Context: an optimization exercise on an open-source flow, tuned for small area, a short achievable clock period and few clock cycles per item. The choices shown serve that exercise and are no tape-out recipe. At most, simulation tests tie the RTL to the original design; equivalence was not proved. Only the layout flow was run in runs 2 and 3; the RTL was not checked for function there.

## flow/design.v (module list and top-level ports; edited modules follow where they fit)
// module sigmoid_unit: 593 lines
// module pfx_row_h3_11_11: 45 lines
// module pfx_row_h3_12_12: 51 lines
// module pfx_row_h3_13_13: 53 lines
// module pfx_row_h3_14_14: 57 lines
// module pfx_row_h3_15_15: 61 lines
// module pfx_row_bk_16_16: 67 lines
// module pfx_row_bk_17_16: 69 lines
module sigmoid_unit (
    input  wire               clk,
    input  wire               rst,
    input  wire               in_valid,
    input  wire signed [15:0] net_in,
    output wire               out_valid,
    output wire signed [31:0] f_net,
    output wire signed [31:0] x,
    output wire signed [31:0] y,
    output wire signed [31:0] z
);
  // ...
==> flow/flow/run.sh <==
#!/bin/bash
set -euo pipefail
export BUFFER_PORTS_ARGS="-buffer_cell sky130_fd_sc_hd__buf_1"
# one tie cell drives all constant outputs
export SKIP_REPAIR_TIE_FANOUT=1
bash standard.sh > standard.log 2>&1
==> flow/standard.sh <==
#!/bin/bash
# synth_recipe.tcl (not shown) runs the flow's synth.tcl, then flattens the netlist and writes it again
# the make line also repeats each setting of config.mk as NAME=value (left out here)
make -C /OpenROAD-flow-scripts/flow DESIGN_CONFIG=/design/flow/config.mk WORK_HOME=/design/flow/orfs CLKGATE_MAP_FILE= SYNTH_SCRIPT=/design/flow/synth_recipe.tcl "${@:-finish}"
==> flow/config.mk <==
export PLATFORM = sky130hd
export DESIGN_NAME = sigmoid_unit
export DESIGN_NICKNAME = sigmoid_unit
export VERILOG_FILES = /design/flow/design.v
export SDC_FILE = /design/flow/constraint.sdc
export NUM_CORES = 4
export LEC_CHECK = 0
export ABC_AREA = 1
export CAP_MARGIN = 20
export CORE_MARGIN = 2
export CORE_UTILIZATION = 60
export CTS_BUF_LIST = sky130_fd_sc_hd__clkbuf_4 sky130_fd_sc_hd__clkbuf_8
export SLEW_MARGIN = 20
==> flow/constraint.sdc <==
create_clock -name core_clock -period 62.0 [get_ports {clk}]
set_input_delay 12.4000 -clock core_clock [delete_from_list [all_inputs] [get_ports {clk}]]
set_output_delay 12.4000 -clock core_clock [all_outputs]
set_load 0.01 [all_outputs]
==> impl_metrics.env, run 1 <==
export IMPL_cp_depth=1
export IMPL_route_met3_wl_mm=1.07
export IMPL_die_w_um=140
export IMPL_cts_tree="done"
export IMPL_rows=49
export IMPL_top_register="xr"
export IMPL_cts_buffer_depth=2
export IMPL_vias_per_cell=5.20
export IMPL_seq_area_frac=0.182
export IMPL_finalInstanceArea_um2=11300
export IMPL_slew_headroom=0.266
export IMPL_io_pins=148
export IMPL_cp_endpoint="y[30]"
export IMPL_n_clock_buffer=9
export IMPL_area_delta_synth_final_pct=1.46
export IMPL_placed_cells=1674
export IMPL_floorplan_initialDensity=0.617
export IMPL_hp_class="reg -> reg"
export IMPL_routabilityCongestion=0.863
export IMPL_grt_overflow=0
export IMPL_buf_share=0.0375
export IMPL_num_nets_final=1695
export IMPL_grt_use_total=0.251
export IMPL_largest_class="multi-input gates"
export IMPL_clk_latency_ps=410
export IMPL_wirelength_mm=23.3
export IMPL_syn_nets=1689
export IMPL_core_um2=18100
export IMPL_numSequentialCells=103
export IMPL_hold_slack_ps=416
export IMPL_grt_pass1_vias=8330
export IMPL_outcome="timing/DRC/antenna clean"
export IMPL_drive_gt1_frac=0.0465
export IMPL_clk_pin_slew_ps=130
export IMPL_buffers=107
export IMPL_final_common_cell="nand2_1"
export IMPL_yosysUniqueCellTypes=49
export IMPL_synthSimpleGateAreaFrac=0.210
Testbench counts, summed over its fixed seeds: cycles 16,024, items 16,000.
==> module sigmoid_unit, before the edit <==
module sigmoid_unit (
    input  wire               clk,
    input  wire               rst,
    input  wire               in_valid,
    input  wire signed [15:0] net_in,
    output wire               out_valid,
    output wire signed [31:0] f_net,
    output wire signed [31:0] x,
    output wire signed [31:0] y,
    output wire signed [31:0] z
);
reg [15:0] net_q;
reg        v0;
always @(posedge clk) begin
    net_q <= net_in;
    v0    <= in_valid & ~rst;
end
wire        s0 = net_q[15];
wire [15:0] d0 = ((net_q ^ {16{s0}}) + {15'd0, s0} + 16'd1000);
wire [10:0] tk9 = 11'd1953;
wire [10:0] df9;
wire        ge9;
pfx_row_h3_11_11 row9 (.t(tk9), .d(d0[10:0]), .hz(~|d0[15:11]), .ge(ge9), .r(df9));
wire [10:0] tr9 = df9;
wire [11:0] tk8 = {tr9, 1'b0};
wire [11:0] df8;
wire        ge8;
pfx_row_h3_12_12 row8 (.t(tk8), .d(d0[11:0]), .hz(~|d0[15:12]), .ge(ge8), .r(df8));
wire [11:0] tr8 = df8;
wire [12:0] tk7 = {tr8, 1'b0};
wire [12:0] df7;
wire        ge7;
pfx_row_h3_13_13 row7 (.t(tk7), .d(d0[12:0]), .hz(~|d0[15:13]), .ge(ge7), .r(df7));
wire [12:0] tr7 = df7;
wire [13:0] tk6 = {tr7, 1'b0};
wire [13:0] df6;
wire        ge6;
pfx_row_h3_14_14 row6 (.t(tk6), .d(d0[13:0]), .hz(~|d0[15:14]), .ge(ge6), .r(df6));
wire [13:0] tr6 = df6;
wire [14:0] tk5 = {tr6, 1'b1};
wire [14:0] df5;
wire        ge5;
pfx_row_h3_15_15 row5 (.t(tk5), .d(d0[14:0]), .hz(~|d0[15:15]), .ge(ge5), .r(df5));
wire [14:0] tr5 = df5;
reg [15:0] d1;
reg        s1;
reg        v1;
reg [14:0] t1;
reg        q9_1;
reg        q8_1;
reg        q7_1;
reg        q6_1;
reg        q5_1;
always @(posedge clk) begin
    d1 <= d0;
    s1 <= s0;
    v1 <= v0 & ~rst;
    t1 <= tr5;
    q9_1 <= ge9;
    q8_1 <= ge8;
    q7_1 <= ge7;
    q6_1 <= ge6;
    q5_1 <= ge5;
end
wire [15:0] tk4 = {t1, 1'b1};
wire [15:0] df4;
wire        ge4;
pfx_row_bk_16_16 row4 (.t(tk4), .d(d1[15:0]), .hz(1'b1), .ge(ge4), .r(df4));
wire [15:0] tr4 = df4;
wire [16:0] tk3 = {tr4, 1'b1};
wire [15:0] df3;
wire        ge3;
pfx_row_bk_17_16 row3 (.t(tk3), .d(d1[15:0]), .hz(1'b1), .ge(ge3), .r(df3));
wire [15:0] tr3 = df3;
wire [16:0] tk2 = {tr3, 1'b1};
wire [15:0] df2;
wire        ge2;
pfx_row_bk_17_16 row2 (.t(tk2), .d(d1[15:0]), .hz(1'b1), .ge(ge2), .r(df2));
wire [15:0] tr2 = df2;
wire [16:0] tk1 = {tr2, 1'b1};
wire [15:0] df1;
wire        ge1;
pfx_row_bk_17_16 row1 (.t(tk1), .d(d1[15:0]), .hz(1'b1), .ge(ge1), .r(df1));
wire [15:0] tr1 = df1;
wire [16:0] tk0 = {tr1, 1'b1};
wire [15:0] df0;
wire        ge0;
pfx_row_bk_17_16 row0 (.t(tk0), .d(d1[15:0]), .hz(1'b1), .ge(ge0), .r(df0));
wire [8:0]  qh = {q9_1, q8_1, q7_1, q6_1, q5_1, ge4, ge3, ge2, ge1};
wire        q0 = ge0;
wire [8:0] v;
wire [9:0] v_p, v_g;
assign v_g[0] = 1'b0; assign v_p[0] = 1'b0;
assign v_p[1] = (~qh[0]) ^ (1'b0); assign v_g[1] = (~qh[0]) & (1'b0);
assign v_p[2] = (~qh[1]) ^ (1'b0); assign v_g[2] = (~qh[1]) & (1'b0);
assign v_p[3] = (~qh[2]) ^ (1'b1); assign v_g[3] = (~qh[2]) & (1'b1);
assign v_p[4] = (~qh[3]) ^ (1'b0); assign v_g[4] = (~qh[3]) & (1'b0);
assign v_p[5] = (~qh[4]) ^ (1'b1); assign v_g[5] = (~qh[4]) & (1'b1);
assign v_p[6] = (~qh[5]) ^ (1'b1); assign v_g[6] = (~qh[5]) & (1'b1);
assign v_p[7] = (~qh[6]) ^ (1'b1); assign v_g[7] = (~qh[6]) & (1'b1);
assign v_p[8] = (~qh[7]) ^ (1'b1); assign v_g[8] = (~qh[7]) & (1'b1);
assign v_p[9] = (~qh[8]) ^ (1'b1); assign v_g[9] = (~qh[8]) & (1'b1);
wire v_g0_1 = v_g[1] | (v_p[1] & v_g[0]);
wire v_p0_1 = v_p[1] & v_p[0];
wire v_g0_3 = v_g[3] | (v_p[3] & v_g[2]);
wire v_p0_3 = v_p[3] & v_p[2];
wire v_g0_5 = v_g[5] | (v_p[5] & v_g[4]);
wire v_p0_5 = v_p[5] & v_p[4];
wire v_g0_7 = v_g[7] | (v_p[7] & v_g[6]);
wire v_p0_7 = v_p[7] & v_p[6];
wire v_g0_9 = v_g[9] | (v_p[9] & v_g[8]);
wire v_p0_9 = v_p[9] & v_p[8];
wire v_g1_2 = v_g[2] | (v_p[2] & v_g0_1);
wire v_p1_2 = v_p[2] & v_p0_1;
wire v_g1_3 = v_g0_3 | (v_p0_3 & v_g0_1);
wire v_p1_3 = v_p0_3 & v_p0_1;
wire v_g1_6 = v_g[6] | (v_p[6] & v_g0_5);
wire v_p1_6 = v_p[6] & v_p0_5;
wire v_g1_7 = v_g0_7 | (v_p0_7 & v_g0_5);
wire v_p1_7 = v_p0_7 & v_p0_5;
wire v_g2_4 = v_g[4] | (v_p[4] & v_g1_3);
wire v_p2_4 = v_p[4] & v_p1_3;
wire v_g2_5 = v_g0_5 | (v_p0_5 & v_g1_3);
wire v_p2_5 = v_p0_5 & v_p1_3;
wire v_g2_6 = v_g1_6 | (v_p1_6 & v_g1_3);
wire v_p2_6 = v_p1_6 & v_p1_3;
wire v_g2_7 = v_g1_7 | (v_p1_7 & v_g1_3);
wire v_p2_7 = v_p1_7 & v_p1_3;
wire v_g3_8 = v_g[8] | (v_p[8] & v_g2_7);
wire v_p3_8 = v_p[8] & v_p2_7;
wire v_g3_9 = v_g0_9 | (v_p0_9 & v_g2_7);
wire v_p3_9 = v_p0_9 & v_p2_7;
assign v[0] = v_p[1] ^ v_g[0];
assign v[1] = v_p[2] ^ v_g0_1;
assign v[2] = v_p[3] ^ v_g1_2;
assign v[3] = v_p[4] ^ v_g1_3;
assign v[4] = v_p[5] ^ v_g2_4;
assign v[5] = v_p[6] ^ v_g2_5;
assign v[6] = v_p[7] ^ v_g2_6;
assign v[7] = v_p[8] ^ v_g2_7;
assign v[8] = v_p[9] ^ v_g3_8;
wire [9:0] nv;
wire [10:0] nv_p, nv_g;
assign nv_g[0] = 1'b0; assign nv_p[0] = 1'b0;
assign nv_p[1] = (qh[0]) ^ (1'b1); assign nv_g[1] = (qh[0]) & (1'b1);
assign nv_p[2] = (qh[1]) ^ (1'b0); assign nv_g[2] = (qh[1]) & (1'b0);
assign nv_p[3] = (qh[2]) ^ (1'b1); assign nv_g[3] = (qh[2]) & (1'b1);
assign nv_p[4] = (qh[3]) ^ (1'b1); assign nv_g[4] = (qh[3]) & (1'b1);
assign nv_p[5] = (qh[4]) ^ (1'b0); assign nv_g[5] = (qh[4]) & (1'b0);
assign nv_p[6] = (qh[5]) ^ (1'b0); assign nv_g[6] = (qh[5]) & (1'b0);
assign nv_p[7] = (qh[6]) ^ (1'b0); assign nv_g[7] = (qh[6]) & (1'b0);
assign nv_p[8] = (qh[7]) ^ (1'b0); assign nv_g[8] = (qh[7]) & (1'b0);
assign nv_p[9] = (qh[8]) ^ (1'b0); assign nv_g[9] = (qh[8]) & (1'b0);
assign nv_p[10] = (1'b0) ^ (1'b1); assign nv_g[10] = (1'b0) & (1'b1);
wire nv_g0_1 = nv_g[1] | (nv_p[1] & nv_g[0]);
wire nv_p0_1 = nv_p[1] & nv_p[0];
wire nv_g0_3 = nv_g[3] | (nv_p[3] & nv_g[2]);
wire nv_p0_3 = nv_p[3] & nv_p[2];
wire nv_g0_5 = nv_g[5] | (nv_p[5] & nv_g[4]);
wire nv_p0_5 = nv_p[5] & nv_p[4];
wire nv_g0_7 = nv_g[7] | (nv_p[7] & nv_g[6]);
wire nv_p0_7 = nv_p[7] & nv_p[6];
wire nv_g0_9 = nv_g[9] | (nv_p[9] & nv_g[8]);
wire nv_p0_9 = nv_p[9] & nv_p[8];
wire nv_g1_2 = nv_g[2] | (nv_p[2] & nv_g0_1);
wire nv_p1_2 = nv_p[2] & nv_p0_1;
wire nv_g1_3 = nv_g0_3 | (nv_p0_3 & nv_g0_1);
wire nv_p1_3 = nv_p0_3 & nv_p0_1;
wire nv_g1_6 = nv_g[6] | (nv_p[6] & nv_g0_5);
wire nv_p1_6 = nv_p[6] & nv_p0_5;
wire nv_g1_7 = nv_g0_7 | (nv_p0_7 & nv_g0_5);
wire nv_p1_7 = nv_p0_7 & nv_p0_5;
wire nv_g1_10 = nv_g[10] | (nv_p[10] & nv_g0_9);
wire nv_p1_10 = nv_p[10] & nv_p0_9;
wire nv_g2_4 = nv_g[4] | (nv_p[4] & nv_g1_3);
wire nv_p2_4 = nv_p[4] & nv_p1_3;
wire nv_g2_5 = nv_g0_5 | (nv_p0_5 & nv_g1_3);
wire nv_p2_5 = nv_p0_5 & nv_p1_3;
wire nv_g2_6 = nv_g1_6 | (nv_p1_6 & nv_g1_3);
wire nv_p2_6 = nv_p1_6 & nv_p1_3;
wire nv_g2_7 = nv_g1_7 | (nv_p1_7 & nv_g1_3);
wire nv_p2_7 = nv_p1_7 & nv_p1_3;
wire nv_g3_8 = nv_g[8] | (nv_p[8] & nv_g2_7);
wire nv_p3_8 = nv_p[8] & nv_p2_7;
wire nv_g3_9 = nv_g0_9 | (nv_p0_9 & nv_g2_7);
wire nv_p3_9 = nv_p0_9 & nv_p2_7;
wire nv_g3_10 = nv_g1_10 | (nv_p1_10 & nv_g2_7);
wire nv_p3_10 = nv_p1_10 & nv_p2_7;
assign nv[0] = nv_p[1] ^ nv_g[0];
assign nv[1] = nv_p[2] ^ nv_g0_1;
assign nv[2] = nv_p[3] ^ nv_g1_2;
assign nv[3] = nv_p[4] ^ nv_g1_3;
assign nv[4] = nv_p[5] ^ nv_g2_4;
assign nv[5] = nv_p[6] ^ nv_g2_5;
assign nv[6] = nv_p[7] ^ nv_g2_6;
assign nv[7] = nv_p[8] ^ nv_g2_7;
assign nv[8] = nv_p[9] ^ nv_g3_8;
assign nv[9] = nv_p[10] ^ nv_g3_9;
wire [9:0] zp;
wire [10:0] zp_p, zp_g;
assign zp_g[0] = 1'b0; assign zp_p[0] = 1'b0;
assign zp_p[1] = (~qh[0]) ^ (1'b0); assign zp_g[1] = (~qh[0]) & (1'b0);
assign zp_p[2] = (~qh[1]) ^ (1'b0); assign zp_g[2] = (~qh[1]) & (1'b0);
assign zp_p[3] = (~qh[2]) ^ (1'b0); assign zp_g[3] = (~qh[2]) & (1'b0);
assign zp_p[4] = (~qh[3]) ^ (1'b1); assign zp_g[4] = (~qh[3]) & (1'b1);
assign zp_p[5] = (~qh[4]) ^ (1'b0); assign zp_g[5] = (~qh[4]) & (1'b0);
assign zp_p[6] = (~qh[5]) ^ (1'b1); assign zp_g[6] = (~qh[5]) & (1'b1);
assign zp_p[7] = (~qh[6]) ^ (1'b1); assign zp_g[7] = (~qh[6]) & (1'b1);
assign zp_p[8] = (~qh[7]) ^ (1'b1); assign zp_g[8] = (~qh[7]) & (1'b1);
assign zp_p[9] = (~qh[8]) ^ (1'b1); assign zp_g[9] = (~qh[8]) & (1'b1);
assign zp_p[10] = (1'b1) ^ (1'b1); assign zp_g[10] = (1'b1) & (1'b1);
wire zp_g0_1 = zp_g[1] | (zp_p[1] & zp_g[0]);
wire zp_p0_1 = zp_p[1] & zp_p[0];
wire zp_g0_3 = zp_g[3] | (zp_p[3] & zp_g[2]);
wire zp_p0_3 = zp_p[3] & zp_p[2];
wire zp_g0_5 = zp_g[5] | (zp_p[5] & zp_g[4]);
wire zp_p0_5 = zp_p[5] & zp_p[4];
wire zp_g0_7 = zp_g[7] | (zp_p[7] & zp_g[6]);
wire zp_p0_7 = zp_p[7] & zp_p[6];
wire zp_g0_9 = zp_g[9] | (zp_p[9] & zp_g[8]);
wire zp_p0_9 = zp_p[9] & zp_p[8];
wire zp_g1_2 = zp_g[2] | (zp_p[2] & zp_g0_1);
wire zp_p1_2 = zp_p[2] & zp_p0_1;
wire zp_g1_3 = zp_g0_3 | (zp_p0_3 & zp_g0_1);
wire zp_p1_3 = zp_p0_3 & zp_p0_1;
wire zp_g1_6 = zp_g[6] | (zp_p[6] & zp_g0_5);
wire zp_p1_6 = zp_p[6] & zp_p0_5;
wire zp_g1_7 = zp_g0_7 | (zp_p0_7 & zp_g0_5);
wire zp_p1_7 = zp_p0_7 & zp_p0_5;
wire zp_g1_10 = zp_g[10] | (zp_p[10] & zp_g0_9);
wire zp_p1_10 = zp_p[10] & zp_p0_9;
wire zp_g2_4 = zp_g[4] | (zp_p[4] & zp_g1_3);
wire zp_p2_4 = zp_p[4] & zp_p1_3;
wire zp_g2_5 = zp_g0_5 | (zp_p0_5 & zp_g1_3);
wire zp_p2_5 = zp_p0_5 & zp_p1_3;
wire zp_g2_6 = zp_g1_6 | (zp_p1_6 & zp_g1_3);
wire zp_p2_6 = zp_p1_6 & zp_p1_3;
wire zp_g2_7 = zp_g1_7 | (zp_p1_7 & zp_g1_3);
wire zp_p2_7 = zp_p1_7 & zp_p1_3;
wire zp_g3_8 = zp_g[8] | (zp_p[8] & zp_g2_7);
wire zp_p3_8 = zp_p[8] & zp_p2_7;
wire zp_g3_9 = zp_g0_9 | (zp_p0_9 & zp_g2_7);
wire zp_p3_9 = zp_p0_9 & zp_p2_7;
wire zp_g3_10 = zp_g1_10 | (zp_p1_10 & zp_g2_7);
wire zp_p3_10 = zp_p1_10 & zp_p2_7;
assign zp[0] = zp_p[1] ^ zp_g[0];
assign zp[1] = zp_p[2] ^ zp_g0_1;
assign zp[2] = zp_p[3] ^ zp_g1_2;
assign zp[3] = zp_p[4] ^ zp_g1_3;
assign zp[4] = zp_p[5] ^ zp_g2_4;
assign zp[5] = zp_p[6] ^ zp_g2_5;
assign zp[6] = zp_p[7] ^ zp_g2_6;
assign zp[7] = zp_p[8] ^ zp_g2_7;
assign zp[8] = zp_p[9] ^ zp_g3_8;
assign zp[9] = zp_p[10] ^ zp_g3_9;
wire [9:0] qh1;
wire [10:0] qh1_p, qh1_g;
assign qh1_g[0] = 1'b1; assign qh1_p[0] = 1'b0;
assign qh1_p[1] = (qh[0]) ^ (1'b0); assign qh1_g[1] = (qh[0]) & (1'b0);
assign qh1_p[2] = (qh[1]) ^ (1'b0); assign qh1_g[2] = (qh[1]) & (1'b0);
assign qh1_p[3] = (qh[2]) ^ (1'b0); assign qh1_g[3] = (qh[2]) & (1'b0);
assign qh1_p[4] = (qh[3]) ^ (1'b0); assign qh1_g[4] = (qh[3]) & (1'b0);
assign qh1_p[5] = (qh[4]) ^ (1'b0); assign qh1_g[5] = (qh[4]) & (1'b0);
assign qh1_p[6] = (qh[5]) ^ (1'b0); assign qh1_g[6] = (qh[5]) & (1'b0);
assign qh1_p[7] = (qh[6]) ^ (1'b0); assign qh1_g[7] = (qh[6]) & (1'b0);
assign qh1_p[8] = (qh[7]) ^ (1'b0); assign qh1_g[8] = (qh[7]) & (1'b0);
assign qh1_p[9] = (qh[8]) ^ (1'b0); assign qh1_g[9] = (qh[8]) & (1'b0);
assign qh1_p[10] = (1'b0) ^ (1'b0); assign qh1_g[10] = (1'b0) & (1'b0);
wire qh1_g0_1 = qh1_g[1] | (qh1_p[1] & qh1_g[0]);
wire qh1_p0_1 = qh1_p[1] & qh1_p[0];
wire qh1_g0_3 = qh1_g[3] | (qh1_p[3] & qh1_g[2]);
wire qh1_p0_3 = qh1_p[3] & qh1_p[2];
wire qh1_g0_5 = qh1_g[5] | (qh1_p[5] & qh1_g[4]);
wire qh1_p0_5 = qh1_p[5] & qh1_p[4];
wire qh1_g0_7 = qh1_g[7] | (qh1_p[7] & qh1_g[6]);
wire qh1_p0_7 = qh1_p[7] & qh1_p[6];
wire qh1_g0_9 = qh1_g[9] | (qh1_p[9] & qh1_g[8]);
wire qh1_p0_9 = qh1_p[9] & qh1_p[8];
wire qh1_g1_2 = qh1_g[2] | (qh1_p[2] & qh1_g0_1);
wire qh1_p1_2 = qh1_p[2] & qh1_p0_1;
wire qh1_g1_3 = qh1_g0_3 | (qh1_p0_3 & qh1_g0_1);
wire qh1_p1_3 = qh1_p0_3 & qh1_p0_1;
wire qh1_g1_6 = qh1_g[6] | (qh1_p[6] & qh1_g0_5);
wire qh1_p1_6 = qh1_p[6] & qh1_p0_5;
wire qh1_g1_7 = qh1_g0_7 | (qh1_p0_7 & qh1_g0_5);
wire qh1_p1_7 = qh1_p0_7 & qh1_p0_5;
wire qh1_g1_10 = qh1_g[10] | (qh1_p[10] & qh1_g0_9);
wire qh1_p1_10 = qh1_p[10] & qh1_p0_9;
wire qh1_g2_4 = qh1_g[4] | (qh1_p[4] & qh1_g1_3);
wire qh1_p2_4 = qh1_p[4] & qh1_p1_3;
wire qh1_g2_5 = qh1_g0_5 | (qh1_p0_5 & qh1_g1_3);
wire qh1_p2_5 = qh1_p0_5 & qh1_p1_3;
wire qh1_g2_6 = qh1_g1_6 | (qh1_p1_6 & qh1_g1_3);
wire qh1_p2_6 = qh1_p1_6 & qh1_p1_3;
wire qh1_g2_7 = qh1_g1_7 | (qh1_p1_7 & qh1_g1_3);
wire qh1_p2_7 = qh1_p1_7 & qh1_p1_3;
wire qh1_g3_8 = qh1_g[8] | (qh1_p[8] & qh1_g2_7);
wire qh1_p3_8 = qh1_p[8] & qh1_p2_7;
wire qh1_g3_9 = qh1_g0_9 | (qh1_p0_9 & qh1_g2_7);
wire qh1_p3_9 = qh1_p0_9 & qh1_p2_7;
wire qh1_g3_10 = qh1_g1_10 | (qh1_p1_10 & qh1_g2_7);
wire qh1_p3_10 = qh1_p1_10 & qh1_p2_7;
assign qh1[0] = qh1_p[1] ^ qh1_g[0];
assign qh1[1] = qh1_p[2] ^ qh1_g0_1;
assign qh1[2] = qh1_p[3] ^ qh1_g1_2;
assign qh1[3] = qh1_p[4] ^ qh1_g1_3;
assign qh1[4] = qh1_p[5] ^ qh1_g2_4;
assign qh1[5] = qh1_p[6] ^ qh1_g2_5;
assign qh1[6] = qh1_p[7] ^ qh1_g2_6;
assign qh1[7] = qh1_p[8] ^ qh1_g2_7;
assign qh1[8] = qh1_p[9] ^ qh1_g3_8;
assign qh1[9] = qh1_p[10] ^ qh1_g3_9;
wire [9:0]  yv  = s1 ? (q0 ? {nv[8:0], 1'b0} : {~v, 1'b1}) : {v, ~q0};
wire [9:0]  zv  = s1 ? (q0 ? qh1 : {1'b0, qh}) : zp;
wire        yneg0 = s1 & (d1 >= 16'd1002);
wire        yneg1 = s1 & (d1 != 16'd1001);
wire        yneg2 = s1 & ((|d1[15:10]) | (d1[9:0] >= 10'd1002));
wire        yneg3 = s1 & (d1[15:1] != 15'd500);
wire [15:0] nn;
wire [16:0] nn_p, nn_g;
assign nn_g[0] = 1'b0; assign nn_p[0] = 1'b0;
assign nn_p[1] = (d1[0] ^ s1) ^ (s1); assign nn_g[1] = (d1[0] ^ s1) & (s1);
assign nn_p[2] = (d1[1] ^ s1) ^ (1'b0); assign nn_g[2] = (d1[1] ^ s1) & (1'b0);
assign nn_p[3] = (d1[2] ^ s1) ^ (1'b0); assign nn_g[3] = (d1[2] ^ s1) & (1'b0);
assign nn_p[4] = (d1[3] ^ s1) ^ (1'b1); assign nn_g[4] = (d1[3] ^ s1) & (1'b1);
assign nn_p[5] = (d1[4] ^ s1) ^ (~s1); assign nn_g[5] = (d1[4] ^ s1) & (~s1);
assign nn_p[6] = (d1[5] ^ s1) ^ (s1); assign nn_g[6] = (d1[5] ^ s1) & (s1);
assign nn_p[7] = (d1[6] ^ s1) ^ (s1); assign nn_g[7] = (d1[6] ^ s1) & (s1);
assign nn_p[8] = (d1[7] ^ s1) ^ (s1); assign nn_g[8] = (d1[7] ^ s1) & (s1);
assign nn_p[9] = (d1[8] ^ s1) ^ (s1); assign nn_g[9] = (d1[8] ^ s1) & (s1);
assign nn_p[10] = (d1[9] ^ s1) ^ (s1); assign nn_g[10] = (d1[9] ^ s1) & (s1);
assign nn_p[11] = (d1[10] ^ s1) ^ (~s1); assign nn_g[11] = (d1[10] ^ s1) & (~s1);
assign nn_p[12] = (d1[11] ^ s1) ^ (~s1); assign nn_g[12] = (d1[11] ^ s1) & (~s1);
assign nn_p[13] = (d1[12] ^ s1) ^ (~s1); assign nn_g[13] = (d1[12] ^ s1) & (~s1);
assign nn_p[14] = (d1[13] ^ s1) ^ (~s1); assign nn_g[14] = (d1[13] ^ s1) & (~s1);
assign nn_p[15] = (d1[14] ^ s1) ^ (~s1); assign nn_g[15] = (d1[14] ^ s1) & (~s1);
assign nn_p[16] = (d1[15] ^ s1) ^ (~s1); assign nn_g[16] = (d1[15] ^ s1) & (~s1);
wire nn_g0_1 = nn_g[1] | (nn_p[1] & nn_g[0]);
wire nn_p0_1 = nn_p[1] & nn_p[0];
wire nn_g1_2 = nn_g[2] | (nn_p[2] & nn_g0_1);
wire nn_p1_2 = nn_p[2] & nn_p0_1;
wire nn_g2_3 = nn_g[3] | (nn_p[3] & nn_g1_2);
wire nn_p2_3 = nn_p[3] & nn_p1_2;
wire nn_g3_4 = nn_g[4] | (nn_p[4] & nn_g2_3);
wire nn_p3_4 = nn_p[4] & nn_p2_3;
wire nn_g4_5 = nn_g[5] | (nn_p[5] & nn_g3_4);
wire nn_p4_5 = nn_p[5] & nn_p3_4;
wire nn_g5_6 = nn_g[6] | (nn_p[6] & nn_g4_5);
wire nn_p5_6 = nn_p[6] & nn_p4_5;
wire nn_g6_7 = nn_g[7] | (nn_p[7] & nn_g5_6);
wire nn_p6_7 = nn_p[7] & nn_p5_6;
wire nn_g7_8 = nn_g[8] | (nn_p[8] & nn_g6_7);
wire nn_p7_8 = nn_p[8] & nn_p6_7;
wire nn_g8_9 = nn_g[9] | (nn_p[9] & nn_g7_8);
wire nn_p8_9 = nn_p[9] & nn_p7_8;
wire nn_g9_10 = nn_g[10] | (nn_p[10] & nn_g8_9);
wire nn_p9_10 = nn_p[10] & nn_p8_9;
wire nn_g10_11 = nn_g[11] | (nn_p[11] & nn_g9_10);
wire nn_p10_11 = nn_p[11] & nn_p9_10;
wire nn_g11_12 = nn_g[12] | (nn_p[12] & nn_g10_11);
wire nn_p11_12 = nn_p[12] & nn_p10_11;
wire nn_g12_13 = nn_g[13] | (nn_p[13] & nn_g11_12);
wire nn_p12_13 = nn_p[13] & nn_p11_12;
wire nn_g13_14 = nn_g[14] | (nn_p[14] & nn_g12_13);
wire nn_p13_14 = nn_p[14] & nn_p12_13;
wire nn_g14_15 = nn_g[15] | (nn_p[15] & nn_g13_14);
wire nn_p14_15 = nn_p[15] & nn_p13_14;
wire nn_g15_16 = nn_g[16] | (nn_p[16] & nn_g14_15);
wire nn_p15_16 = nn_p[16] & nn_p14_15;
assign nn[0] = nn_p[1] ^ nn_g[0];
assign nn[1] = nn_p[2] ^ nn_g0_1;
assign nn[2] = nn_p[3] ^ nn_g1_2;
assign nn[3] = nn_p[4] ^ nn_g2_3;
assign nn[4] = nn_p[5] ^ nn_g3_4;
assign nn[5] = nn_p[6] ^ nn_g4_5;
assign nn[6] = nn_p[7] ^ nn_g5_6;
assign nn[7] = nn_p[8] ^ nn_g6_7;
assign nn[8] = nn_p[9] ^ nn_g7_8;
assign nn[9] = nn_p[10] ^ nn_g8_9;
assign nn[10] = nn_p[11] ^ nn_g9_10;
assign nn[11] = nn_p[12] ^ nn_g10_11;
assign nn[12] = nn_p[13] ^ nn_g11_12;
assign nn[13] = nn_p[14] ^ nn_g12_13;
assign nn[14] = nn_p[15] ^ nn_g13_14;
assign nn[15] = nn_p[16] ^ nn_g14_15;
wire [21:0] n22  = {{6{s1}}, nn};
wire [21:0] x1;
wire [22:0] x1_p, x1_g;
assign x1_g[0] = 1'b0; assign x1_p[0] = 1'b0;
assign x1_p[1] = (n22[0]) ^ (1'b0); assign x1_g[1] = (n22[0]) & (1'b0);
assign x1_p[2] = (n22[1]) ^ (1'b0); assign x1_g[2] = (n22[1]) & (1'b0);
assign x1_p[3] = (n22[2]) ^ (1'b0); assign x1_g[3] = (n22[2]) & (1'b0);
assign x1_p[4] = (n22[3]) ^ (1'b0); assign x1_g[4] = (n22[3]) & (1'b0);
assign x1_p[5] = (n22[4]) ^ (1'b0); assign x1_g[5] = (n22[4]) & (1'b0);
assign x1_p[6] = (n22[5]) ^ (1'b0); assign x1_g[6] = (n22[5]) & (1'b0);
assign x1_p[7] = (n22[6]) ^ (1'b0); assign x1_g[7] = (n22[6]) & (1'b0);
assign x1_p[8] = (n22[7]) ^ (n22[0]); assign x1_g[8] = (n22[7]) & (n22[0]);
assign x1_p[9] = (n22[8]) ^ (n22[1]); assign x1_g[9] = (n22[8]) & (n22[1]);
assign x1_p[10] = (n22[9]) ^ (n22[2]); assign x1_g[10] = (n22[9]) & (n22[2]);
assign x1_p[11] = (n22[10]) ^ (n22[3]); assign x1_g[11] = (n22[10]) & (n22[3]);
assign x1_p[12] = (n22[11]) ^ (n22[4]); assign x1_g[12] = (n22[11]) & (n22[4]);
assign x1_p[13] = (n22[12]) ^ (n22[5]); assign x1_g[13] = (n22[12]) & (n22[5]);
assign x1_p[14] = (n22[13]) ^ (n22[6]); assign x1_g[14] = (n22[13]) & (n22[6]);
assign x1_p[15] = (n22[14]) ^ (n22[7]); assign x1_g[15] = (n22[14]) & (n22[7]);
assign x1_p[16] = (n22[15]) ^ (n22[8]); assign x1_g[16] = (n22[15]) & (n22[8]);
assign x1_p[17] = (n22[16]) ^ (n22[9]); assign x1_g[17] = (n22[16]) & (n22[9]);
assign x1_p[18] = (n22[17]) ^ (n22[10]); assign x1_g[18] = (n22[17]) & (n22[10]);
assign x1_p[19] = (n22[18]) ^ (n22[11]); assign x1_g[19] = (n22[18]) & (n22[11]);
assign x1_p[20] = (n22[19]) ^ (n22[12]); assign x1_g[20] = (n22[19]) & (n22[12]);
assign x1_p[21] = (n22[20]) ^ (n22[13]); assign x1_g[21] = (n22[20]) & (n22[13]);
assign x1_p[22] = (n22[21]) ^ (n22[14]); assign x1_g[22] = (n22[21]) & (n22[14]);
wire x1_g0_1 = x1_g[1] | (x1_p[1] & x1_g[0]);
wire x1_p0_1 = x1_p[1] & x1_p[0];
wire x1_g1_2 = x1_g[2] | (x1_p[2] & x1_g0_1);
wire x1_p1_2 = x1_p[2] & x1_p0_1;
wire x1_g2_3 = x1_g[3] | (x1_p[3] & x1_g1_2);
wire x1_p2_3 = x1_p[3] & x1_p1_2;
wire x1_g3_4 = x1_g[4] | (x1_p[4] & x1_g2_3);
wire x1_p3_4 = x1_p[4] & x1_p2_3;
wire x1_g4_5 = x1_g[5] | (x1_p[5] & x1_g3_4);
wire x1_p4_5 = x1_p[5] & x1_p3_4;
wire x1_g5_6 = x1_g[6] | (x1_p[6] & x1_g4_5);
wire x1_p5_6 = x1_p[6] & x1_p4_5;
wire x1_g6_7 = x1_g[7] | (x1_p[7] & x1_g5_6);
wire x1_p6_7 = x1_p[7] & x1_p5_6;
wire x1_g7_8 = x1_g[8] | (x1_p[8] & x1_g6_7);
wire x1_p7_8 = x1_p[8] & x1_p6_7;
wire x1_g8_9 = x1_g[9] | (x1_p[9] & x1_g7_8);
wire x1_p8_9 = x1_p[9] & x1_p7_8;
wire x1_g9_10 = x1_g[10] | (x1_p[10] & x1_g8_9);
wire x1_p9_10 = x1_p[10] & x1_p8_9;
wire x1_g10_11 = x1_g[11] | (x1_p[11] & x1_g9_10);
wire x1_p10_11 = x1_p[11] & x1_p9_10;
wire x1_g11_12 = x1_g[12] | (x1_p[12] & x1_g10_11);
wire x1_p11_12 = x1_p[12] & x1_p10_11;
wire x1_g12_13 = x1_g[13] | (x1_p[13] & x1_g11_12);
wire x1_p12_13 = x1_p[13] & x1_p11_12;
wire x1_g13_14 = x1_g[14] | (x1_p[14] & x1_g12_13);
wire x1_p13_14 = x1_p[14] & x1_p12_13;
wire x1_g14_15 = x1_g[15] | (x1_p[15] & x1_g13_14);
wire x1_p14_15 = x1_p[15] & x1_p13_14;
wire x1_g15_16 = x1_g[16] | (x1_p[16] & x1_g14_15);
wire x1_p15_16 = x1_p[16] & x1_p14_15;
wire x1_g16_17 = x1_g[17] | (x1_p[17] & x1_g15_16);
wire x1_p16_17 = x1_p[17] & x1_p15_16;
wire x1_g17_18 = x1_g[18] | (x1_p[18] & x1_g16_17);
wire x1_p17_18 = x1_p[18] & x1_p16_17;
wire x1_g18_19 = x1_g[19] | (x1_p[19] & x1_g17_18);
wire x1_p18_19 = x1_p[19] & x1_p17_18;
wire x1_g19_20 = x1_g[20] | (x1_p[20] & x1_g18_19);
wire x1_p19_20 = x1_p[20] & x1_p18_19;
wire x1_g20_21 = x1_g[21] | (x1_p[21] & x1_g19_20);
wire x1_p20_21 = x1_p[21] & x1_p19_20;
wire x1_g21_22 = x1_g[22] | (x1_p[22] & x1_g20_21);
wire x1_p21_22 = x1_p[22] & x1_p20_21;
assign x1[0] = x1_p[1] ^ x1_g[0];
assign x1[1] = x1_p[2] ^ x1_g0_1;
assign x1[2] = x1_p[3] ^ x1_g1_2;
assign x1[3] = x1_p[4] ^ x1_g2_3;
assign x1[4] = x1_p[5] ^ x1_g3_4;
assign x1[5] = x1_p[6] ^ x1_g4_5;
assign x1[6] = x1_p[7] ^ x1_g5_6;
assign x1[7] = x1_p[8] ^ x1_g6_7;
assign x1[8] = x1_p[9] ^ x1_g7_8;
assign x1[9] = x1_p[10] ^ x1_g8_9;
assign x1[10] = x1_p[11] ^ x1_g9_10;
assign x1[11] = x1_p[12] ^ x1_g10_11;
assign x1[12] = x1_p[13] ^ x1_g11_12;
assign x1[13] = x1_p[14] ^ x1_g12_13;
assign x1[14] = x1_p[15] ^ x1_g13_14;
assign x1[15] = x1_p[16] ^ x1_g14_15;
assign x1[16] = x1_p[17] ^ x1_g15_16;
assign x1[17] = x1_p[18] ^ x1_g16_17;
assign x1[18] = x1_p[19] ^ x1_g17_18;
assign x1[19] = x1_p[20] ^ x1_g18_19;
assign x1[20] = x1_p[21] ^ x1_g19_20;
assign x1[21] = x1_p[22] ^ x1_g20_21;
wire [21:0] xx;
wire [22:0] xx_p, xx_g;
assign xx_g[0] = 1'b1; assign xx_p[0] = 1'b0;
assign xx_p[1] = (x1[0]) ^ (1'b1); assign xx_g[1] = (x1[0]) & (1'b1);
assign xx_p[2] = (x1[1]) ^ (1'b1); assign xx_g[2] = (x1[1]) & (1'b1);
assign xx_p[3] = (x1[2]) ^ (~n22[0]); assign xx_g[3] = (x1[2]) & (~n22[0]);
assign xx_p[4] = (x1[3]) ^ (~n22[1]); assign xx_g[4] = (x1[3]) & (~n22[1]);
assign xx_p[5] = (x1[4]) ^ (~n22[2]); assign xx_g[5] = (x1[4]) & (~n22[2]);
assign xx_p[6] = (x1[5]) ^ (~n22[3]); assign xx_g[6] = (x1[5]) & (~n22[3]);
assign xx_p[7] = (x1[6]) ^ (~n22[4]); assign xx_g[7] = (x1[6]) & (~n22[4]);
assign xx_p[8] = (x1[7]) ^ (~n22[5]); assign xx_g[8] = (x1[7]) & (~n22[5]);
assign xx_p[9] = (x1[8]) ^ (~n22[6]); assign xx_g[9] = (x1[8]) & (~n22[6]);
assign xx_p[10] = (x1[9]) ^ (~n22[7]); assign xx_g[10] = (x1[9]) & (~n22[7]);
assign xx_p[11] = (x1[10]) ^ (~n22[8]); assign xx_g[11] = (x1[10]) & (~n22[8]);
assign xx_p[12] = (x1[11]) ^ (~n22[9]); assign xx_g[12] = (x1[11]) & (~n22[9]);
assign xx_p[13] = (x1[12]) ^ (~n22[10]); assign xx_g[13] = (x1[12]) & (~n22[10]);
assign xx_p[14] = (x1[13]) ^ (~n22[11]); assign xx_g[14] = (x1[13]) & (~n22[11]);
assign xx_p[15] = (x1[14]) ^ (~n22[12]); assign xx_g[15] = (x1[14]) & (~n22[12]);
assign xx_p[16] = (x1[15]) ^ (~n22[13]); assign xx_g[16] = (x1[15]) & (~n22[13]);
assign xx_p[17] = (x1[16]) ^ (~n22[14]); assign xx_g[17] = (x1[16]) & (~n22[14]);
assign xx_p[18] = (x1[17]) ^ (~n22[15]); assign xx_g[18] = (x1[17]) & (~n22[15]);
assign xx_p[19] = (x1[18]) ^ (~n22[16]); assign xx_g[19] = (x1[18]) & (~n22[16]);
assign xx_p[20] = (x1[19]) ^ (~n22[17]); assign xx_g[20] = (x1[19]) & (~n22[17]);
assign xx_p[21] = (x1[20]) ^ (~n22[18]); assign xx_g[21] = (x1[20]) & (~n22[18]);
assign xx_p[22] = (x1[21]) ^ (~n22[19]); assign xx_g[22] = (x1[21]) & (~n22[19]);
wire xx_g0_1 = xx_g[1] | (xx_p[1] & xx_g[0]);
wire xx_p0_1 = xx_p[1] & xx_p[0];
wire xx_g1_2 = xx_g[2] | (xx_p[2] & xx_g0_1);
wire xx_p1_2 = xx_p[2] & xx_p0_1;
wire xx_g2_3 = xx_g[3] | (xx_p[3] & xx_g1_2);
wire xx_p2_3 = xx_p[3] & xx_p1_2;
wire xx_g3_4 = xx_g[4] | (xx_p[4] & xx_g2_3);
wire xx_p3_4 = xx_p[4] & xx_p2_3;
wire xx_g4_5 = xx_g[5] | (xx_p[5] & xx_g3_4);
wire xx_p4_5 = xx_p[5] & xx_p3_4;
wire xx_g5_6 = xx_g[6] | (xx_p[6] & xx_g4_5);
wire xx_p5_6 = xx_p[6] & xx_p4_5;
wire xx_g6_7 = xx_g[7] | (xx_p[7] & xx_g5_6);
wire xx_p6_7 = xx_p[7] & xx_p5_6;
wire xx_g7_8 = xx_g[8] | (xx_p[8] & xx_g6_7);
wire xx_p7_8 = xx_p[8] & xx_p6_7;
wire xx_g8_9 = xx_g[9] | (xx_p[9] & xx_g7_8);
wire xx_p8_9 = xx_p[9] & xx_p7_8;
wire xx_g9_10 = xx_g[10] | (xx_p[10] & xx_g8_9);
wire xx_p9_10 = xx_p[10] & xx_p8_9;
wire xx_g10_11 = xx_g[11] | (xx_p[11] & xx_g9_10);
wire xx_p10_11 = xx_p[11] & xx_p9_10;
wire xx_g11_12 = xx_g[12] | (xx_p[12] & xx_g10_11);
wire xx_p11_12 = xx_p[12] & xx_p10_11;
wire xx_g12_13 = xx_g[13] | (xx_p[13] & xx_g11_12);
wire xx_p12_13 = xx_p[13] & xx_p11_12;
wire xx_g13_14 = xx_g[14] | (xx_p[14] & xx_g12_13);
wire xx_p13_14 = xx_p[14] & xx_p12_13;
wire xx_g14_15 = xx_g[15] | (xx_p[15] & xx_g13_14);
wire xx_p14_15 = xx_p[15] & xx_p13_14;
wire xx_g15_16 = xx_g[16] | (xx_p[16] & xx_g14_15);
wire xx_p15_16 = xx_p[16] & xx_p14_15;
wire xx_g16_17 = xx_g[17] | (xx_p[17] & xx_g15_16);
wire xx_p16_17 = xx_p[17] & xx_p15_16;
wire xx_g17_18 = xx_g[18] | (xx_p[18] & xx_g16_17);
wire xx_p17_18 = xx_p[18] & xx_p16_17;
wire xx_g18_19 = xx_g[19] | (xx_p[19] & xx_g17_18);
wire xx_p18_19 = xx_p[19] & xx_p17_18;
wire xx_g19_20 = xx_g[20] | (xx_p[20] & xx_g18_19);
wire xx_p19_20 = xx_p[20] & xx_p18_19;
wire xx_g20_21 = xx_g[21] | (xx_p[21] & xx_g19_20);
wire xx_p20_21 = xx_p[21] & xx_p19_20;
wire xx_g21_22 = xx_g[22] | (xx_p[22] & xx_g20_21);
wire xx_p21_22 = xx_p[22] & xx_p20_21;
assign xx[0] = xx_p[1] ^ xx_g[0];
assign xx[1] = xx_p[2] ^ xx_g0_1;
assign xx[2] = xx_p[3] ^ xx_g1_2;
assign xx[3] = xx_p[4] ^ xx_g2_3;
assign xx[4] = xx_p[5] ^ xx_g3_4;
assign xx[5] = xx_p[6] ^ xx_g4_5;
assign xx[6] = xx_p[7] ^ xx_g5_6;
assign xx[7] = xx_p[8] ^ xx_g6_7;
assign xx[8] = xx_p[9] ^ xx_g7_8;
assign xx[9] = xx_p[10] ^ xx_g8_9;
assign xx[10] = xx_p[11] ^ xx_g9_10;
assign xx[11] = xx_p[12] ^ xx_g10_11;
assign xx[12] = xx_p[13] ^ xx_g11_12;
assign xx[13] = xx_p[14] ^ xx_g12_13;
assign xx[14] = xx_p[15] ^ xx_g13_14;
assign xx[15] = xx_p[16] ^ xx_g14_15;
assign xx[16] = xx_p[17] ^ xx_g15_16;
assign xx[17] = xx_p[18] ^ xx_g16_17;
assign xx[18] = xx_p[19] ^ xx_g17_18;
assign xx[19] = xx_p[20] ^ xx_g18_19;
assign xx[20] = xx_p[21] ^ xx_g19_20;
assign xx[21] = xx_p[22] ^ xx_g20_21;
reg        vo;
reg [2:0] xs;
reg [3:0] ys;
reg [21:0] xr;
reg [9:0]  yr;
reg [9:0]  zr;
always @(posedge clk) begin
    vo <= v1 & ~rst;
    xs[0] <= s1;
    xs[1] <= s1 & (d1 != 16'd1000);
    xs[2] <= nn[15];
    ys[0] <= yneg0;
    ys[1] <= yneg1;
    ys[2] <= yneg2;
    ys[3] <= yneg3;
    xr <= xx;
    yr <= yv;
    zr <= zv;
end
assign out_valid = vo;
assign x     = {xs[0], xs[0], xs[0], xs[1], xs[1], xs[2], xs[2], xr, 3'b000};
assign y     = {ys[0], ys[0], ys[0], ys[0], ys[0], ys[0], ys[1], ys[1], ys[1], ys[1], ys[1], ys[2], ys[2], ys[2], ys[2], ys[2], ys[2], ys[3], ys[3], ys[3], ys[3], ys[3], yr};
assign z     = {21'd0, zr, yr[0]};
assign f_net = {22'd0, zr};
endmodule
==> run 2: changes to the inputs <==
--- a/flow/design.v
+++ b/flow/design.v
@@ -318,2 +318,4 @@
 wire        yneg3 = s1 & (d1[15:1] != 15'd500);
+wire        yneg4 = s1 & (d1 > 16'd1001);
+wire        yneg5 = s1 & ((|d1[15:11]) | (d1[10:0] > 11'd1001));
 wire [15:0] nn;
@@ -570,3 +572,3 @@
 reg [2:0] xs;
-reg [3:0] ys;
+reg [5:0] ys;
 reg [21:0] xr;
@@ -583,2 +585,4 @@
     ys[3] <= yneg3;
+    ys[4] <= yneg4;
+    ys[5] <= yneg5;
     xr <= xx;
@@ -589,3 +593,3 @@
 assign x     = {xs[0], xs[0], xs[0], xs[1], xs[1], xs[2], xs[2], xr, 3'b000};
-assign y     = {ys[0], ys[0], ys[0], ys[0], ys[0], ys[0], ys[1], ys[1], ys[1], ys[1], ys[1], ys[2], ys[2], ys[2], ys[2], ys[2], ys[2], ys[3], ys[3], ys[3], ys[3], ys[3], yr};
+assign y     = {ys[0], ys[0], ys[0], ys[0], ys[1], ys[1], ys[1], ys[1], ys[2], ys[2], ys[2], ys[3], ys[3], ys[3], ys[3], ys[4], ys[4], ys[4], ys[4], ys[5], ys[5], ys[5], yr};
 assign z     = {21'd0, zr, yr[0]};
--- a/flow/config.mk
+++ b/flow/config.mk
@@ -10,3 +10,3 @@
 export CORE_MARGIN = 2
-export CORE_UTILIZATION = 60
+export CORE_UTILIZATION = 40
 export CTS_BUF_LIST = sky130_fd_sc_hd__clkbuf_4 sky130_fd_sc_hd__clkbuf_8
==> impl_metrics.env, run 2 <==
export IMPL_outcome="timing/DRC/antenna clean"
export IMPL_fin_crit_ps=13330
export IMPL_htreeDepth=3
export IMPL_cts_root_buffer="clkbuf_8"
export IMPL_syn_inst=1477
export IMPL_synth_area_top_cells="dfxtp_1 (19%), ha_1 (15%), fa_1 (14%)"
export IMPL_hpwlAfterDp_mm=19.1
export IMPL_synth_top_cell_area_share=0.185
export IMPL_skew_ps=17.8
export IMPL_synth_edf_count=0
export IMPL_antenna_cells=0
export IMPL_rows=61
export IMPL_multi_input_area_um2=7770
export IMPL_seqCellArea_um2=2100
export IMPL_wirelength_mm=22.9
export IMPL_yosys_most_used_dff="dfxtp_1"
export IMPL_port_buffers=101
export IMPL_cts_setup_buffers=0
export IMPL_routabilityCongestion=0.807
export IMPL_fill_cells=2863
export IMPL_arrival_ps=930
export IMPL_critical_path_top_delay_family="flip-flops"
export IMPL_io_pins=148
export IMPL_ys_seq_area_frac=0.185
export IMPL_required_ps=49600
export IMPL_die_area_um2=29700
export IMPL_antenna_found_initial=0
export IMPL_vias_per_cell=4.73
export IMPL_cts_tree="done"
export IMPL_async_flop_share=0
export IMPL_setup_viol=0
export IMPL_finalSetupTns_ps=0
export IMPL_crit_slowest_cell="dfxtp_1"
export IMPL_place_area_um2=11500
export IMPL_final_cell_mix="nand2_1 (366), inv_1 (185), ha_1 (140)"
export IMPL_worst_pin_slew_ps=913
export IMPL_slew_viol_final=0
export IMPL_synth_warnings=1
export IMPL_startpoint_type="flip-flop"
export IMPL_clk_pin_slew_ps=100
export IMPL_yosysMostFrequentCell="nand2_1"
export IMPL_ant_nets=0
export IMPL_finalInstanceArea_um2=11700
export IMPL_clk_latency_ps=390
export IMPL_final_common_cell="nand2_1"
export IMPL_route_detailed_drc=0
export IMPL_crit_fanout=4
export IMPL_die_h_um=172
export IMPL_drive_gt1_frac=0.0451
export IMPL_first_pass_iters=4
export IMPL_timing_fmax_mhz=75.0
export IMPL_end_kind="output port"
export IMPL_hp_class="reg -> reg"
export IMPL_vias=8816
export IMPL_grt_max_degree=52
export IMPL_slew_headroom=0.385
export IMPL_utilization=0.419
export IMPL_synth_largest_area_cell="dfxtp_1"
export IMPL_area_delta_synth_final_pct=2.90
export IMPL_cts_sinks=105
export IMPL_avgSynthCellArea_um2=7.67
export IMPL_cts_hold_fix_buffers=0
export IMPL_largestRegisters="xr (22), d1 (16), net_q (16)"
export IMPL_core_um2=27900
export IMPL_crit_path_max_incr_delay_ps=370
export IMPL_min_period_over_period=0.215
export IMPL_drtIter0Drc=394
export IMPL_syn_nets=1716
export IMPL_yosysUniqueCellTypes=48
export IMPL_grt_pass1_wl_mm=40.0
export IMPL_ys_ff_latch=105
export IMPL_path_buf_inv=1
export IMPL_syn_area_um2=11300
export IMPL_rsz0062_at_grt="no"
export IMPL_synth_common_cells="nand2_1 (366), inv_1 (185), ha_1 (140)"
export IMPL_top_register="xr"
export IMPL_cts_buffer_depth=2
export IMPL_grt_use_total=0.166
export IMPL_num_nets_final=1722
export IMPL_largest_reg_flops=22
export IMPL_cts_buffers=9
export IMPL_hold_viol=0
export IMPL_path_cells="buf_1"
export IMPL_post_cts_resize_count=0
export IMPL_worstSetupPathType="reg -> out"
export IMPL_floorplan_initialDensity=0.407
export IMPL_grt_pass1_vias=8652
export IMPL_maxCapViolations=0
export IMPL_grt_overflow=0
export IMPL_die_w_um=172
export IMPL_routedWlPerCell_um=12.3
export IMPL_hold_slack_ps=414
[run 2: changes by cell type after synthesis, moves of 3 or more]
cell and change:
nand3_1 +10, nand2_1 +9, o21ai_0 -8, o21ai_1 +5
buf_4 -4, a31oi_1 +3, o21a_1 +3, o21bai_1 +3
[run 2: through the flow]
step,worst slack (ps),std cells
after floorplan,49070,1477
after global placement,49110,1850
after detailed placement,49080,1850
after CTS,48630,1865
after global routing,47860,1865
final,48670,1865
[run 2: metal layers]
layer	vias up	global-route usage	share of wire
li1	4674	-	-
met2	113	0.300	0.48
met5	-	0	0
met3	33	0.0220	0.025
met4	0	0.0530	0.027
met1	3996	0.203	0.46
[run 2: cell type report]
type,instances,area share
inverter,192,0.0618
timing repair buffer,104,0.0344
multi-input combinational,1071,0.666
clock inverter,4,0.00440
tap,378,0.0406
clock buffer,11,0.0124
sequential,105,0.180
[run 2: tightest hold or removal path, cell delays in order, from the launching register on]
cell     delay (ps)
dfxtp_1         310
inv_1            40
nor2_1           30
[run 2: worst paths after layout]
check,start,to,slack (ps),cells after the start
setup / recovery,ys[0],y[28],48670,1
setup reg to reg,net_q[15],t1[13],49410,69
hold reg to reg,v0,v1,410,2
hold / removal,v0,v1,410,2
[run 2: logic make-up after synthesis]
kind of cell / synth area share
DFF: 0.185
xor gates and xnor gates: 0.0734
AOI/OAI and AO/OA: 0.0988
and+or+nand+nor: 0.216
adders and majority gates: 0.296
muxes: 0.000883
buffers and inverters: 0.129
other: 0.000331
==> run 3: changes to the inputs <==
--- a/flow/design.v
+++ b/flow/design.v
@@ -87,3 +87,3 @@
 wire        ge0;
-pfx_row_bk_17_16 row0 (.t(tk0), .d(d1[15:0]), .hz(1'b1), .ge(ge0), .r(df0));
+pfx_row_h3_17_16 row0 (.t(tk0), .d(d1[15:0]), .hz(1'b1), .ge(ge0), .r(df0));
 wire [8:0]  qh = {q9_1, q8_1, q7_1, q6_1, q5_1, ge4, ge3, ge2, ge1};
@@ -318,4 +318,2 @@
 wire        yneg3 = s1 & (d1[15:1] != 15'd500);
-wire        yneg4 = s1 & (d1 > 16'd1001);
-wire        yneg5 = s1 & ((|d1[15:11]) | (d1[10:0] > 11'd1001));
 wire [15:0] nn;
@@ -572,3 +570,3 @@
 reg [2:0] xs;
-reg [5:0] ys;
+reg [3:0] ys;
 reg [21:0] xr;
@@ -585,4 +583,2 @@
     ys[3] <= yneg3;
-    ys[4] <= yneg4;
-    ys[5] <= yneg5;
     xr <= xx;
@@ -593,3 +589,3 @@
 assign x     = {xs[0], xs[0], xs[0], xs[1], xs[1], xs[2], xs[2], xr, 3'b000};
-assign y     = {ys[0], ys[0], ys[0], ys[0], ys[1], ys[1], ys[1], ys[1], ys[2], ys[2], ys[2], ys[3], ys[3], ys[3], ys[3], ys[4], ys[4], ys[4], ys[4], ys[5], ys[5], ys[5], yr};
+assign y     = {ys[0], ys[0], ys[0], ys[0], ys[0], ys[0], ys[1], ys[1], ys[1], ys[1], ys[1], ys[2], ys[2], ys[2], ys[2], ys[2], ys[2], ys[3], ys[3], ys[3], ys[3], ys[3], yr};
 assign z     = {21'd0, zr, yr[0]};
@@ -998,2 +994,69 @@
 wire [16:0] df = t ^ dd ^ bi;
+assign r  = ge ? df[15:0] : t[15:0];
+endmodule
+module pfx_row_h3_17_16 (
+    input  wire [16:0] t,
+    input  wire [15:0] d,
+    input  wire        hz,
+    output wire        ge,
+    output wire [15:0] r
+);
+wire [16:0] dd = {1'd0, d};
+wire [16:0] p = ~(t ^ dd);    
+wire [16:0] g = ~t & dd;      
+wire g0_1 = g[1] | (p[1] & g[0]);
+wire p0_1 = p[1] & p[0];
+wire g0_4 = g[4] | (p[4] & g[3]);
+wire p0_4 = p[4] & p[3];
+wire g0_7 = g[7] | (p[7] & g[6]);
+wire p0_7 = p[7] & p[6];
+wire g0_10 = g[10] | (p[10] & g[9]);
+wire p0_10 = p[10] & p[9];
+wire g0_13 = g[13] | (p[13] & g[12]);
+wire p0_13 = p[13] & p[12];
+wire g0_16 = g[16] | (p[16] & g[15]);
+wire p0_16 = p[16] & p[15];
+wire g1_2 = g[2] | (p[2] & g0_1);
+wire p1_2 = p[2] & p0_1;
+wire g1_5 = g[5] | (p[5] & g0_4);
+wire p1_5 = p[5] & p0_4;
+wire g1_8 = g[8] | (p[8] & g0_7);
+wire p1_8 = p[8] & p0_7;
+wire g1_11 = g[11] | (p[11] & g0_10);
+wire p1_11 = p[11] & p0_10;
+wire g1_14 = g[14] | (p[14] & g0_13);
+wire p1_14 = p[14] & p0_13;
+wire g2_5 = g1_5 | (p1_5 & g1_2);
+wire p2_5 = p1_5 & p1_2;
+wire g2_11 = g1_11 | (p1_11 & g1_8);
+wire p2_11 = p1_11 & p1_8;
+wire g3_8 = g1_8 | (p1_8 & g2_5);
+wire p3_8 = p1_8 & p2_5;
+wire g3_11 = g2_11 | (p2_11 & g2_5);
+wire p3_11 = p2_11 & p2_5;
+wire g4_14 = g1_14 | (p1_14 & g3_11);
+wire p4_14 = p1_14 & p3_11;
+wire g5_3 = g[3] | (p[3] & g1_2);
+wire p5_3 = p[3] & p1_2;
+wire g5_4 = g0_4 | (p0_4 & g1_2);
+wire p5_4 = p0_4 & p1_2;
+wire g5_6 = g[6] | (p[6] & g2_5);
+wire p5_6 = p[6] & p2_5;
+wire g5_7 = g0_7 | (p0_7 & g2_5);
+wire p5_7 = p0_7 & p2_5;
+wire g5_9 = g[9] | (p[9] & g3_8);
+wire p5_9 = p[9] & p3_8;
+wire g5_10 = g0_10 | (p0_10 & g3_8);
+wire p5_10 = p0_10 & p3_8;
+wire g5_12 = g[12] | (p[12] & g3_11);
+wire p5_12 = p[12] & p3_11;
+wire g5_13 = g0_13 | (p0_13 & g3_11);
+wire p5_13 = p0_13 & p3_11;
+wire g5_15 = g[15] | (p[15] & g4_14);
+wire p5_15 = p[15] & p4_14;
+wire g5_16 = g0_16 | (p0_16 & g4_14);
+wire p5_16 = p0_16 & p4_14;
+wire [16:0] bi = {g5_15, g4_14, g5_13, g5_12, g3_11, g5_10, g5_9, g3_8, g5_7, g5_6, g2_5, g5_4, g5_3, g1_2, g0_1, g[0], 1'b0};
+assign ge = hz & ~g5_16;
+wire [16:0] df = t ^ dd ^ bi;
 assign r  = ge ? df[15:0] : t[15:0];
==> impl_metrics.env, run 3 <==
export IMPL_outcome="timing/DRC/antenna clean"
export IMPL_drtIter0Drc=513
export IMPL_critical_path_top_delay_family="flip-flops"
export IMPL_post_cts_resize_count=0
export IMPL_cts_root_buffer="clkbuf_8"
export IMPL_skew_ps=18.1
export IMPL_io_pins=148
export IMPL_utilization=0.418
export IMPL_worst_pin_slew_ps=882
export IMPL_vias=9091
export IMPL_syn_inst=1520
export IMPL_wirelength_mm=24.5
export IMPL_floorplan_initialDensity=0.408
export IMPL_startpoint_type="flip-flop"
export IMPL_grt_max_degree=47
export IMPL_grt_pass1_vias=8703
export IMPL_core_um2=27900
export IMPL_final_common_cell="nand2_1"
export IMPL_synth_top_cell_area_share=0.181
export IMPL_routabilityCongestion=0.873
export IMPL_crit_path_max_incr_delay_ps=410
export IMPL_finalSetupTns_ps=0
export IMPL_setup_viol=0
export IMPL_largestRegisters="xr (22), d1 (16), net_q (16)"
export IMPL_cts_buffer_depth=2
export IMPL_slew_headroom=0.408
export IMPL_path_cells="buf_1"
export IMPL_synth_edf_count=0
export IMPL_top_layer_used="met4"
export IMPL_route_detailed_drc=0
export IMPL_synth_warnings=1
export IMPL_cts_buffers=9
export IMPL_grt_use_total=0.171
export IMPL_die_w_um=173
export IMPL_hp_class="reg -> reg"
export IMPL_route_met2_wl_mm=11.7
export IMPL_grt_pass1_wl_mm=42.1
export IMPL_rows=61
export IMPL_end_kind="output port"
export IMPL_synth_common_cells="nand2_1 (363), inv_1 (219), ha_1 (140)"
export IMPL_cts_setup_buffers=0
export IMPL_final_cell_mix="nand2_1 (363), inv_1 (219), ha_1 (140)"
export IMPL_clk_pin_slew_ps=120
export IMPL_crit_slowest_cell="dfxtp_1"
export IMPL_ys_seq_area_frac=0.181
export IMPL_min_to="vo"
export IMPL_largest_reg_flops=22
export IMPL_slew_viol_final=0
export IMPL_antenna_cells=0
export IMPL_wl_met1_mm=11.4
export IMPL_synth_area_top_cells="dfxtp_1 (18%), ha_1 (15%), fa_1 (14%)"
export IMPL_timing_fmax_mhz=74.8
export IMPL_cts_tree="done"
export IMPL_top_register="xr"
export IMPL_min_period_over_period=0.216
export IMPL_yosys_most_used_dff="dfxtp_1"
export IMPL_syn_nets=1759
export IMPL_first_pass_iters=5
export IMPL_antenna_found_initial=0
export IMPL_synth_largest_area_cell="dfxtp_1"
export IMPL_drive_gt1_frac=0.0425
export IMPL_worstSetupPathType="reg -> out"
export IMPL_ant_nets=0
export IMPL_die_h_um=173
export IMPL_cts_hold_fix_buffers=0
export IMPL_r2r_end="zr[2]"
export IMPL_num_nets_final=1763
export IMPL_crit_fanout=6
export IMPL_r2r_slack_ps=49420
export IMPL_yosysMostFrequentCell="nand2_1"
export IMPL_area_delta_synth_final_pct=2.57
export IMPL_async_flop_share=0
export IMPL_hpwlAfterDp_mm=20.5
export IMPL_cts_sinks=103
export IMPL_maxCapViolations=0
export IMPL_vias_per_cell=4.77
export IMPL_hp_start="v1"
export IMPL_reg2regPathDepth=59
export IMPL_htreeDepth=3
export IMPL_die_area_um2=29800
export IMPL_yosysUniqueCellTypes=47
export IMPL_hold_viol=0
export IMPL_arrival_ps=970
export IMPL_fin_crit_ps=13370
export IMPL_port_buffers=101
export IMPL_avgSynthCellArea_um2=7.50
export IMPL_required_ps=49600
export IMPL_clk_latency_ps=400
export IMPL_path_buf_inv=1
export IMPL_routedWlPerCell_um=12.8
export IMPL_rsz0062_at_grt="no"
export IMPL_grt_overflow=0
export IMPL_reg2reg_from="d1[9]"
export IMPL_ys_ff_latch=103
export IMPL_route_met3_wl_um=868
export IMPL_syn_area_um2=11400
export IMPL_whs_path_depth=2
==> run 3: changes by cell type in the layout (fill, tap and decap cells not counted), sizes merged, moves of 3 or more <==
cell    before  now
a21oi       52   45
inv        192  227
nand3b       2    5
nand4       17   13
nor2        47   63
nor3         8   11
o21a        10    4
o21ai       95  102
xnor2       43   40
==> run 3: area by class of cell <==
cell class	instances	area, µm²
multi-input cells	1078	7700
repair buffers	106	417
well taps	378	473
clock buffers	9	124
clock inverters	6	55.1
flip-flops and latches	103	2060
fillers	2910	16200
inverters	226	851
==> run 3: how the worst max path moves through the flow <==
stage,start,end,cells past startpoint
detailed placement,ys[0],y[28],1
global route,net_q[15],t1[5],71
floorplan,ys[2],y[16],1
global placement,ys[0],y[26],1
CTS,ys[0],y[28],1
finish,ys[0],y[28],1
==> run 3: per-stage QoR <==
step / worst slack, ps / area [µm²] / hold slack, ps / std cells
6_report: 48630 / 11700 / 393 / 1906
3_5_place_dp: 49050 / 11500 / 400 / 1891
5_1_grt: 47980 / 11700 / 417 / 1906
3_3_place_gp: 49060 / 11500 / 390 / 1891
2_1_floorplan: 49030 / 11400 / 367 / 1520
4_1_cts: 48590 / 11700 / 402 / 1906
==> run 3: logic make-up after synthesis <==
kind of cell / Yosys count / share of synthesized area
compound gates: 191 / 0.0930
flops: 103 / 0.181
fa+ha+maj: 220 / 0.294
xor+xnor: 91 / 0.0706
buf+inv: 339 / 0.143
other cells: 1 / 0.000329
simple gates: 575 / 0.218
==> run 3: layer usage <==
layer	vias up	track usage
met5	-	0
met3	25	0.0198
met4	0	0.0491
met2	166	0.306
li1	4760	-
met1	4140	0.217

re-timing with driven ports:
How much do the figures lean on ideal ports? The routed layouts below were timed once more, with nothing changed but the port constraints.
Step 1 (the two cells are an assumption about what drives the block):
set clk [get_ports {clk}]
set_driving_cell -lib_cell sky130_fd_sc_hd__clkbuf_16 $clk
set_driving_cell -lib_cell sky130_fd_sc_hd__buf_2 [delete_from_list [all_inputs] $clk]
Step 2 moves the port delays by t, midway between the first and last clock arrival at a register: inputs arrive t later, outputs are due t later. That takes back most of the time a late clock gives input paths.
a / b / c = no drivers / after step 1 / after step 2; a / b = the first two.
| run | t, ns | slack for setup (ns) | pins driven straight from the clock port |
|---|---|---|---|
| run 1 | 0.434 | 48.616 / 48.581 / 49.015 | 1 |
| run 2 | 0.418 | 48.675 / 48.640 / 49.058 | 1 |
| run 3 | 0.431 | 48.630 / 48.589 / 49.020 | 1 |
After both steps every run listed still meets setup and hold.
